Background: an optimization exercise with open tools, aiming at small area, a short achievable clock period and few clock cycles per item. Do not read the settings as production practice. Only simulation tests tie the RTL to the original design; equivalence was not proved.

$ cat design.v
module VECTOR_MODE (
  input  signed [12:0] x,
  output signed [12:0] y
);
  wire signed [22:0] xe = x;
  wire signed [22:0] p  = (xe <<< 9) + (xe <<< 7) - (xe <<< 4) - (xe <<< 1);
  assign y = p[22:10];
endmodule
module ROTATION_MODE (
  input  signed [12:0] in_X,
  input  signed [12:0] in_Y,
  input         [2:0]  kx_n,
  input         [2:0]  ky,
  input                sgn_x,
  input                sgn_y,
  output signed [12:0] out_X,
  output signed [12:0] out_Y
);
  wire signed [12:0] ys = in_Y >>> ky;
  wire signed [12:0] xs = in_X >>> (~kx_n);
  assign out_X = in_X + (ys ^ {13{~sgn_x}}) + {12'd0, ~sgn_x};
  assign out_Y = in_Y + (xs ^ {13{sgn_y}})  + {12'd0, sgn_y};
endmodule
module QR_CORDIC (
    input          clk,
    input          rst_n,
    input          valid,
    output         out_vallid,
    input  [51:0]  in,
    output [51:0]  out
);
reg [3:0] loaded;    
reg       acc;       
reg [2:0] taken;     
reg       vin;       
reg [51:0] in_r;     
reg [3:0] k;         
reg [3:0] s;         
reg       done0;     
reg [1:0] wcnt;      
reg       outst;     
reg [2:0] ocnt;
wire ld     = vin;
wire ld_first  = ld & (loaded == 4'd0);
wire ld_second = ld & (loaded == 4'd1);
wire ld_rest   = ld & (loaded[3:1] != 3'd0);
wire outrot = outst;
assign out_vallid = outst;
wire [3:0] loaded_n = loaded + {3'd0, ld};
wire issue = ~done0 & ((s != 4'd1) | ((k == 4'd0) ? (loaded_n >= 4'd2) :
                                       (k == 4'd7) ? loaded_n[3] : 1'b1));
wire last_out = outst & (ocnt == 3'd7);
wire outst_n = ~last_out & (outst | (done0 & (wcnt == 2'd2)));
wire [3:0] act0;
assign act0[0] = (s >= 4'd1) & (s <= 4'd7);
assign act0[1] = (s >= 4'd3) & (s <= 4'd8);
assign act0[2] = (s >= 4'd5) & (s <= 4'd9);
assign act0[3] = (s >= 4'd7) & (s <= 4'd10);
reg  [9:0] ctl0, ctl1, ctl2, ctl3;
wire [9:0] ctl0_n = (issue & ~last_out) ? {k == 4'd7, ~k[3], k[3], k[2:0], act0} : 10'd0;
always @(posedge clk or negedge rst_n) begin
  if (!rst_n) begin
    loaded <= 4'd0;
    acc    <= 1'b1;
    taken  <= 3'd0;
    vin    <= 1'b0;
    k      <= 4'd0;
    s      <= 4'd1;
    done0  <= 1'b0;
    wcnt   <= 2'd0;
    outst  <= 1'b0;
    ocnt   <= 3'd0;
    ctl0   <= 10'd0;
    ctl1   <= 10'd0;
    ctl2   <= 10'd0;
    ctl3   <= 10'd0;
  end else begin
    ctl1 <= ctl0;
    ctl2 <= ctl1;
    ctl3 <= ctl2;
    if (last_out) begin
      loaded <= 4'd0;
      acc    <= 1'b1;
      taken  <= 3'd0;
      vin    <= 1'b0;
      k      <= 4'd0;
      s      <= 4'd1;
      done0  <= 1'b0;
      wcnt   <= 2'd0;
      outst  <= 1'b0;
      ocnt   <= 3'd0;
      ctl0   <= 10'd0;
    end else begin
      loaded <= loaded_n;
      vin <= valid & acc;
      if (valid & acc) begin
        taken <= taken + 3'd1;
        if (taken == 3'd7) acc <= 1'b0;
      end
      ctl0 <= ctl0_n;
      if (issue) begin
        if (k == 4'd8) begin
          k <= 4'd0;
          s <= s + 4'd1;
          if (s == 4'd10) done0 <= 1'b1;
        end else begin
          k <= k + 4'd1;
        end
      end
      if (done0 & ~outst) begin
        wcnt <= wcnt + 2'd1;
        if (wcnt == 2'd2) outst <= 1'b1;
      end
      if (outst) ocnt <= ocnt + 3'd1;
    end
  end
end
wire [39:0] ctl = {ctl3, ctl2, ctl1, ctl0};
always @(posedge clk) in_r <= in;
wire [39:0] ctl_n = {ctl2, ctl1, ctl0, ctl0_n};
wire [415:0] R;
wire [51:0] O;
wire [207:0] BX, BY;
wire [51:0] SX, SY;
wire [3:0] sgnv;
reg  [2:0] sd0, sd0_n;
reg  [1:0] sd1, sd1_n;
reg        sd2, sd2_n;
always @(posedge clk) begin
  sd0   <= {sd0[1:0], sgnv[0]};
  sd0_n <= {sd0_n[1:0], ~sgnv[0]};
  sd1   <= {sd1[0], sgnv[1]};
  sd1_n <= {sd1_n[0], ~sgnv[1]};
  sd2   <= sgnv[2];
  sd2_n <= ~sgnv[2];
end
genvar c, j, p;
generate
  for (j = 0; j < 4; j = j + 1) begin : g_stage
    wire [12:0] vx = R[(8*j + 2*j) * 13 +: 13];
    wire [12:0] vy = R[(8*j + ((2*j + 7) % 8)) * 13 +: 13];
    assign sgnv[j] = vx[12] ^ vy[12];
    wire [12:0] mx = ({13{ctl[ 9]}} & BX[(4*0 + j) * 13 +: 13])
                   | ({13{ctl[19]}} & BX[(4*1 + j) * 13 +: 13])
                   | ({13{ctl[29]}} & BX[(4*2 + j) * 13 +: 13])
                   | ({13{ctl[39]}} & BX[(4*3 + j) * 13 +: 13]);
    wire [12:0] my = ({13{ctl[ 9]}} & BY[(4*0 + j) * 13 +: 13])
                   | ({13{ctl[19]}} & BY[(4*1 + j) * 13 +: 13])
                   | ({13{ctl[29]}} & BY[(4*2 + j) * 13 +: 13])
                   | ({13{ctl[39]}} & BY[(4*3 + j) * 13 +: 13]);
    reg [12:0] sxin, syin;
    always @(posedge clk) begin
      sxin <= mx;
      syin <= my;
    end
    VECTOR_MODE u_sx (.x(sxin), .y(SX[j*13 +: 13]));
    VECTOR_MODE u_sy (.x(syin), .y(SY[j*13 +: 13]));
  end
  for (c = 0; c < 4; c = c + 1) begin : g_col
    wire       step = ctl[c*10 + 8];
    wire       rot  = ctl[c*10 + 7];
    wire [3:0] act  = ctl[c*10 +: 4];
    for (j = 0; j < 4; j = j + 1) begin : g_cell
      if (j <= c) begin : g_on
        wire sgx, sgy;
        if (c == j) begin : g_vec
          assign sgx = sgnv[j];
          assign sgy = sgnv[j];
        end else if (j == 0) begin : g_r0
          assign sgx = sd0[c-1];
          assign sgy = ~sd0_n[c-1];
        end else if (j == 1) begin : g_r1
          assign sgx = sd1[c-2];
          assign sgy = ~sd1_n[c-2];
        end else begin : g_r2
          assign sgx = sd2;
          assign sgy = ~sd2_n;
        end
        reg [2:0] kx_n, ky;
        always @(posedge clk) begin
          ky   <=   ctl_n[c*10 + 4 +: 3] & {3{ctl_n[c*10 + j]}};
          kx_n <= ~(ctl_n[c*10 + 4 +: 3] & {3{ctl_n[c*10 + j]}});
        end
        ROTATION_MODE u_bf (
          .in_X  (R[(8*c + 2*j) * 13 +: 13]),
          .in_Y  (R[(8*c + ((2*j + 7) % 8)) * 13 +: 13]),
          .kx_n  (kx_n),
          .ky    (ky),
          .sgn_x (sgx),
          .sgn_y (sgy),
          .out_X (BX[(4*c + j) * 13 +: 13]),
          .out_Y (BY[(4*c + j) * 13 +: 13])
        );
      end else begin : g_off
        assign BX[(4*c + j) * 13 +: 13] = 13'd0;
        assign BY[(4*c + j) * 13 +: 13] = 13'd0;
      end
    end
    for (p = 0; p < 8; p = p + 1) begin : g_pos
      localparam integer SRC = (p + 7) % 8;        
      localparam integer OWN = p / 2;              
      localparam integer CMP = ((p + 1) % 8) / 2;  
      reg [12:0] q;
      assign R[(8*c + p) * 13 +: 13] = q;
      wire [12:0] prev = R[(8*c + SRC) * 13 +: 13];
      wire [12:0] scl  = (p % 2 == 1) ? SX[OWN*13 +: 13] : SY[OWN*13 +: 13];
      wire [12:0] bfo  = (p % 2 == 0) ? BX[(4*c + CMP) * 13 +: 13] : BY[(4*c + CMP) * 13 +: 13];
      wire own_on = (OWN <= c) && act[OWN];
      wire cmp_on = (CMP <= c) && act[CMP];
      wire wr_in  = (p == 0) ? ld_first : (p == 7) ? ld_second : (p == 1) ? ld_rest : 1'b0;
      wire wr_sh  = (p >= 2 && p <= 6) ? ld_rest : 1'b0;
      wire [12:0] qn = wr_in ? in_r[13*c +: 13] :
                       (wr_sh | (outrot & ~rot) | (rot & ~own_on)) ? prev :
                       rot ? scl :
                       (step & cmp_on) ? bfo : q;
      always @(posedge clk) q <= qn;
      if (p == ((c == 3) ? 1 : 2)) begin : g_out
        reg [12:0] qo;
        always @(posedge clk) if (outst_n) qo <= qn;
        assign O[13*c +: 13] = qo;
      end
    end
  end
endgenerate
assign out = O;
endmodule
$ cat flow/run.sh
#!/bin/bash
# The standard layout, with a tighter setup margin for ORFS's timing repair
# (after CTS and after global routing). The clock period and all constraints
# are the design's; only the repair aims further below them.
set -euo pipefail
export SETUP_SLACK_MARGIN=9.2
export TNS_END_PERCENT=100
bash standard.sh finish SETUP_SLACK_MARGIN=9.2 TNS_END_PERCENT=100 > standard_flow.log 2>&1
$ cat standard.sh
#!/bin/bash
# synth_recipe.tcl (not shown) runs the flow's synth.tcl, then flattens the netlist and writes it again
# the make line also repeats each setting of config.mk as NAME=value (left out here)
make -C /OpenROAD-flow-scripts/flow DESIGN_CONFIG=/design/flow/config.mk WORK_HOME=/design/flow/orfs CLKGATE_MAP_FILE= SYNTH_SCRIPT=/design/flow/synth_recipe.tcl "${@:-finish}"
$ cat config.mk
export PLATFORM = sky130hd
export DESIGN_NAME = QR_CORDIC
export DESIGN_NICKNAME = QR_CORDIC
export VERILOG_FILES = /design/flow/design.v
export SDC_FILE = /design/flow/constraint.sdc
export NUM_CORES = 4
export LEC_CHECK = 0
export ABC_AREA = 1
export CAP_MARGIN = 20
export CORE_MARGIN = 2
export CORE_UTILIZATION = 65
export PLACE_DENSITY = 0.8
export SETUP_SLACK_MARGIN = 5
export SLEW_MARGIN = 20
export TNS_END_PERCENT = 100
$ cat constraint.sdc
create_clock -name core_clock -period 13.0 [get_ports {clk}]
set_input_delay 2.6000 -clock core_clock [delete_from_list [all_inputs] [get_ports {clk}]]
set_output_delay 2.6000 -clock core_clock [all_outputs]
set_load 0.01 [all_outputs]
==> flow_summary_export.csv, run 1 <==
group,metric,value,unit
run_status,status,"no timing/DRC/antenna violations",
global_routing,grt_max_degree,94,
yosys,ys_seq_area_share,29.5,%
yosys,ys_types,68,
sta,max_slew.worst_pin.slew,1.04,ns
yosys,synthFlopType,"edfxtp_1",
sta,layout_min_cycle_time,4.07,ns
route,vias_per_cell,6.48,
global_routing,antenna_found_initial,36,
sta,finalSetupTns,0,ns
floorplanning,ios,108,
finish,mostFrequentLayoutCells,"nand2_1, inv_1, o21ai_0",
critical_path,crit_buf_inv,1,
clocking,cts_tree,"built",
critical_path,slowest_stage,"edfxtp_1",
placed_design,dp_slack,8.83,ns
clocking,cts_inserted_buffers,87,
sta,hold_viol_final,0,
critical_path,required,10.40,ns
floorplanning,placement_rows,117,
finish,final_common_cell,"nand2_1",
yosys,synth_seq_cells,757,
critical_path,startpoint_type,"flip-flop",
clocking,cts-root-buf,"clkbuf_16",
clocking,clk_latency,0.72,ns
floorplanning,die-area,105000,um2
route,drtIter0Drc,12000,
placed_design,io_buffers,107,
yosys,synthTopCellsByArea,"edfxtp_1, nand2_1, ha_1, dfxtp_1, o21ai_0",
sta,fin_ws,8.93,ns
critical_path,crit_chain,"buf_2",
sta,relSlewSlack,30.7,%
global_routing,grt_pass1_wl,386,mm
sta,max_freq,246,MHz
global_routing,grt_usage,49.3,%
finish,nNetsFinal,9974,
sta,rsz0062_at_grt,"yes",
yosys,synth_warnings,1,
yosys,synth.avg_cell_area,7.17,um2
route,drtPass1Iterations,10,
finish,fill_cells,8464,
placed_design,place.gp.congestion,1.12,
yosys,syn_inst,9295,
critical_path,cp_top_family,"flip-flops",
route,wl,266,mm
job,drv_cap,0,
yosys,async_flop_share,8.06,%
clocking,clock-sinks,757,
global_routing,overflow,0,
global_routing,grt_pass1_vias,64200,
floorplanning,die_y,324,um
critical_path,max_stage_delay,0.54,ns
yosys,synth_top_area_share,18.8,%
critical_path,worstPathMaxFanout,1,
clocking,cts_max_level,3,
clocking,clkTransAtPathRegs,0.06,ns
critical_path,crit_arrival,1.47,ns
placed_design,hpwl,207,mm
yosys,synth_area,66600,um2
min_path,hold_path_class,"reg -> reg",
sta,finalCritPeriodShare,31.3,%
critical_path,path_class,"reg -> out",
sta,timing.final.max_slew_violations,0,
yosys,syn_nets,10000,
route,drt_drc_violations_left,0,
floorplanning,core,102000,um2
finish,drive_above_1_share,6.72,%
clocking,cts_max_path_buffers,3,
floorplanning,initial_utilization,65.5,%
route,drtAntennaViolNets,0,
route,dr_total_vias,69500,
yosys,netlist.top_cell.by_area,"edfxtp_1",
floorplanning,die_w,324,um
sta,setup_viol,0,
finish,area_growth,8.55,%
yosys,synth_edf_count,416,
sta,skew,0.0306,ns
route,routedWlPerCell,24.9,um
critical_path,endpoint_kind,"primary output",
==> cells by family after synthesis <==
kind of cell	count (synthesis)	share of synthesized area (%)
compound gates	1970	16.3
xor+xnor	409	5.42
fa+ha+maj	661	14.4
buf+inv	1460	8.55
flops	757	29.5
mux	37	0.556
simple gates	4001	25.4
==> state kept, by name, summed over array words and instances (netlist names), 7 cells and up <==
register and flops:
g_col.g_pos.q 416, g_col.g_pos.g_out.qo 52, g_stage.sxin 52, g_stage.syin 52
in_r 52, g_col.g_cell.g_on.kx_n 30, g_col.g_cell.g_on.ky 30, ctl0 10
ctl1 10, ctl2 10, ctl3 7
==> synthesized netlist by cell type, types with 52 or more instances <==
cell	count
nand2_1	2378
inv_1	1111
o21ai_0	968
nand3_1	753
a21oi_1	565
nor2_1	539
ha_1	489
edfxtp_1	416
xor2_1	327
dfxtp_1	280
clkbuf_1	189
fa_1	172
xnor2_1	80
nor3_1	78
a31oi_1	74
nand4_1	73
o211ai_1	71
buf_2	59
dfrtp_1	59
o21bai_1	52
==> per-layer routing <==
layer	vias to the layer above	track usage (%)	share of wire, %
met4	32	36.7	9.4
met3	1514	16.5	15
li1	30900	-	-
met1	31500	60.9	35
met2	5479	71.3	41
met5	-	0.787	0.15
==> area by class of cell <==
cell class	instances	area (um2)	share of cell area (%)
Antenna cell	14	35.0	0.0485
Clock buffer	113	2410	3.33
Clock inverter	51	657	0.909
Inverter	1165	4420	6.11
Multi-Input combinational cell	7078	42000	58.1
Sequential cell	757	19700	27.3
Tap cell	1368	1710	2.37
Timing Repair Buffer	168	1320	1.82
Timing Repair inverter	1	5.00	0.00692
==> final timing paths <==
kind,start,to,slack [ns],cells after the start
max,g_col[3].g_pos[1].g_out.qo[2],out[41],8.93,1
min,ctl1[3],ctl2[3],0.36,0
max reg2reg,ctl1[7],g_col[1].g_pos[3].q[5],9.08,8
min reg2reg,ctl1[3],ctl2[3],0.36,0
max in group asynchronous,rst_n,ctl3[9],10.29,2
min in group asynchronous,rst_n,ctl0[2],2.10,2
==> stage by stage <==
step	util, %	cell area (um2)	hold WS [ns]	cells
2_1_floorplan	-	66600	0.326	9295
3_3_place_gp	67.2	68400	0.333	10500
3_5_place_dp	67.2	68400	0.342	10500
4_1_cts	70.2	71400	0.356	10700
5_1_grt	71.0	72300	0.367	10700
6_report	71.1	72300	0.357	10700
==> what timing repair did <==
action	in CTS	in global routing
cloned	0	1
setup endpoints to repair	106	339
resized for setup	246	220
hold buffers	0	0
pin swaps	1	18
setup buffers	4	23
Testbench counts, summed over its fixed seeds: cycles 32,960, items 320.
==> run 2, diff against run 1 <==
==> run.sh (new file) <==
#!/bin/bash
# synth_recipe.tcl (not shown) runs the flow's synth.tcl, then flattens the netlist and writes it again
# the make line also repeats each setting of config.mk as NAME=value (left out here)
make -C /OpenROAD-flow-scripts/flow DESIGN_CONFIG=/design/flow/config.mk WORK_HOME=/design/flow/orfs CLKGATE_MAP_FILE= SYNTH_SCRIPT=/design/flow/synth_recipe.tcl finish
--- a/config.mk
+++ b/config.mk
@@ -8,8 +8,6 @@
 export ABC_AREA = 1
 export CAP_MARGIN = 20
 export CORE_MARGIN = 2
-export CORE_UTILIZATION = 65
-export PLACE_DENSITY = 0.8
-export SETUP_SLACK_MARGIN = 5
+export CORE_UTILIZATION = 55
+export PLACE_DENSITY = 0.7
 export SLEW_MARGIN = 20
-export TNS_END_PERCENT = 100
removed: flow/run.sh
removed: standard.sh
==> flow_summary_export.csv, run 2 <==
group,metric,value,unit
sta,hold_viol_final,0,
yosys,synth_edf_count,416,
yosys,synth_area,66600,um2
finish,nNetsFinal,9953,
clocking,cts_max_path_buffers,3,
finish,mostFrequentLayoutCells,"nand2_1, inv_1, o21ai_0",
floorplanning,ios,108,
yosys,synth_top_area_share,18.8,%
sta,max_freq,209,MHz
finish,final_common_cell,"nand2_1",
yosys,syn_nets,10000,
global_routing,busiest_layer,"met2",
route,routedWlPerCell,25.0,um
global_routing,antenna_found_initial,28,
yosys,synthFlopType,"edfxtp_1",
finish,drive_above_1_share,3.86,%
global_routing,grt_pass1_wl,396,mm
clocking,post_cts_resized,0,
route,wl,273,mm
yosys,synthMostInstantiatedCell,"nand2_1",
sta,relSlewSlack,26.8,%
yosys,async_flop_share,8.06,%
floorplanning,core,120000,um2
yosys,synth_common_cells,"nand2_1, inv_1, o21ai_0, nand3_1, a21oi_1",
global_routing,overflow,0,
placed_design,placed_cells,10800,
finish,area_growth,7.96,%
clocking,cts_tree,"built",
yosys,synthTopCellsByArea,"edfxtp_1, nand2_1, ha_1, dfxtp_1, o21ai_0",
critical_path,worstPathMaxFanout,12,
critical_path,required,10.40,ns
clocking,clock-sinks,757,
finish,fin_cells,10900,
yosys,syn_inst,9295,
critical_path,cp_top_family,"flip-flops",
sta,finalCritPeriodShare,36.7,%
critical_path,crit_chain,"clkdlybuf4s50_1",
yosys,ys_seq_area_share,29.5,%
clocking,cts_setup_buffers,0,
critical_path,crit_buf_inv,1,
placed_design,placed_area,68700,um2
sta,rsz0062_at_grt,"no",
finish,largest_reg_flops,416,
floorplanning,die_y,352,um
floorplanning,initial_utilization,55.5,%
sta,layout_min_cycle_time,4.77,ns
critical_path,path_class,"reg -> out",
yosys,synth_seq_cells,757,
critical_path,crit_arrival,2.17,ns
route,drtIter0Drc,9826,
global_routing,grt_max_degree,108,
yosys,netlist.top_cell.by_area,"edfxtp_1",
clocking,clkTransAtPathRegs,0.06,ns
floorplanning,placement_rows,127,
route,drtAntennaViolNets,0,
finish,fin_area,71900,um2
yosys,ys_types,68,
placed_design,io_buffers,107,
route,drtPass1Iterations,9,
route,drt_drc_violations_left,0,
clocking,clk_latency,0.74,ns
clocking,cts-root-buf,"clkbuf_16",
clocking,ctsHoldBuffers,0,
critical_path,max_stage_delay,0.79,ns
run_status,status,"no timing/DRC/antenna violations",
floorplanning,die_w,352,um
clocking,cts_inserted_buffers,89,
yosys,synth_warnings,1,
sta,skew,0.0332,ns
min_path,hold_path_class,"reg -> reg",
clocking,cts_max_level,3,
yosys,synth.avg_cell_area,7.17,um2
critical_path,slowest_stage,"dfrtp_1",
placed_design,place.gp.congestion,1.08,
route,vias_per_cell,6.16,
sta,holdWs,0.371,ns
global_routing,grtUsageMet3,9.30,%
global_routing,met2_usage,62.9,%
sta,max_slew.worst_pin.slew,1.10,ns
job,drv_cap,0,
global_routing,grt_pass1_vias,62400,
critical_path,endpoint_kind,"primary output",
finish,fill_cells,11200,
floorplanning,die-area,124000,um2
critical_path,startpoint_type,"flip-flop",
sta,timing.final.max_slew_violations,0,
global_routing,grt_usage,42.5,%
sta,setup_viol,0,
sta,finalSetupTns,0,ns
finish,max_flop_register,"g_col.g_pos.q",
route,dr_total_vias,67300,
global_routing,use_met1,56.5,%
placed_design,hpwl,218,mm
[run 2: kinds of logic (layout without fill, tap and decap cells)]
| logic type | count (synthesis) | count (layout) | share of synthesized area [%] |
|---|---|---|---|
| other | 0 | 16 | 0 |
| AOI/OAI and AO/OA | 1970 | 1970 | 16.3 |
| muxes | 37 | 37 | 0.556 |
| DFF | 757 | 757 | 29.5 |
| and+or+nand+nor | 4001 | 4001 | 25.4 |
| buffers and inverters | 1460 | 1477 | 8.55 |
| xor gates and xnor gates | 409 | 409 | 5.42 |
| adders and majority gates | 661 | 661 | 14.4 |
[run 2: layer usage]
layer  up-vias  wire (um)
met2      4305     114000
met1     31200     107000
li1      30900          -
met4        18      20000
met3       855      32400
met5         -        116
[run 2: worst paths after layout]
path / start / end / slack, ns / cells after the start
max: outst / out_vallid / 8.23 / 1
min: ctl1[3] / ctl2[3] / 0.37 / 0
max reg2reg: g_col[3].g_cell[1].g_on.kx_n[1] / g_col[3].g_pos[1].g_out.qo[8] / 8.72 / 19
min reg2reg: ctl1[3] / ctl2[3] / 0.37 / 0
max in group asynchronous: rst_n / ctl3[7] / 10.28 / 2
min in group asynchronous: rst_n / wcnt[0] / 2.07 / 2
[run 2: area by class of cell]
type	instances	area (um2)	area share (%)
sequential	757	19600	27.3
multi-input combinational	7078	41300	57.4
clock inverter	59	683	0.950
inverter	1165	4390	6.11
clock buffer	107	2470	3.44
tap	1612	2020	2.80
antenna	16	40.0	0.0557
timing repair buffer	146	1360	1.89
[run 2: stage by stage]
stage                     setup slack (ns)  util [%]
after global routing                  8.21      59.9
final                                 8.23      59.9
after detailed placement              8.84      57.3
after floorplan                       9.73         -
after CTS                             8.21      59.9
after global placement                8.84      57.3

==> re-timing with driven ports <==
Ports are ideal in the flow. The routed layouts listed here were re-timed in OpenROAD.
Step 1, drivers: a clkbuf_16 drives clk and a buf_2 each remaining input, both assumed.
Step 2 times the ports against the registers' clock, not the clock port: input delays grow and output delays shrink by t, the midpoint of the rising clock arrivals with the driver on.
Slacks: no drivers / after step 1 / after step 2; pairs: no drivers / after step 1.
run | t, ns | setup WS [ns] | worst register clock-pin slew, ns | cell pins on the clock port's net
run 1 | 0.794 | 8.931 / 8.848 / 9.078 | 0.07 / 0.07 | 1
run 2 | 0.794 | 8.226 / 8.147 / 8.723 | 0.07 / 0.07 | 1
After both steps setup and hold are still met in every run listed.
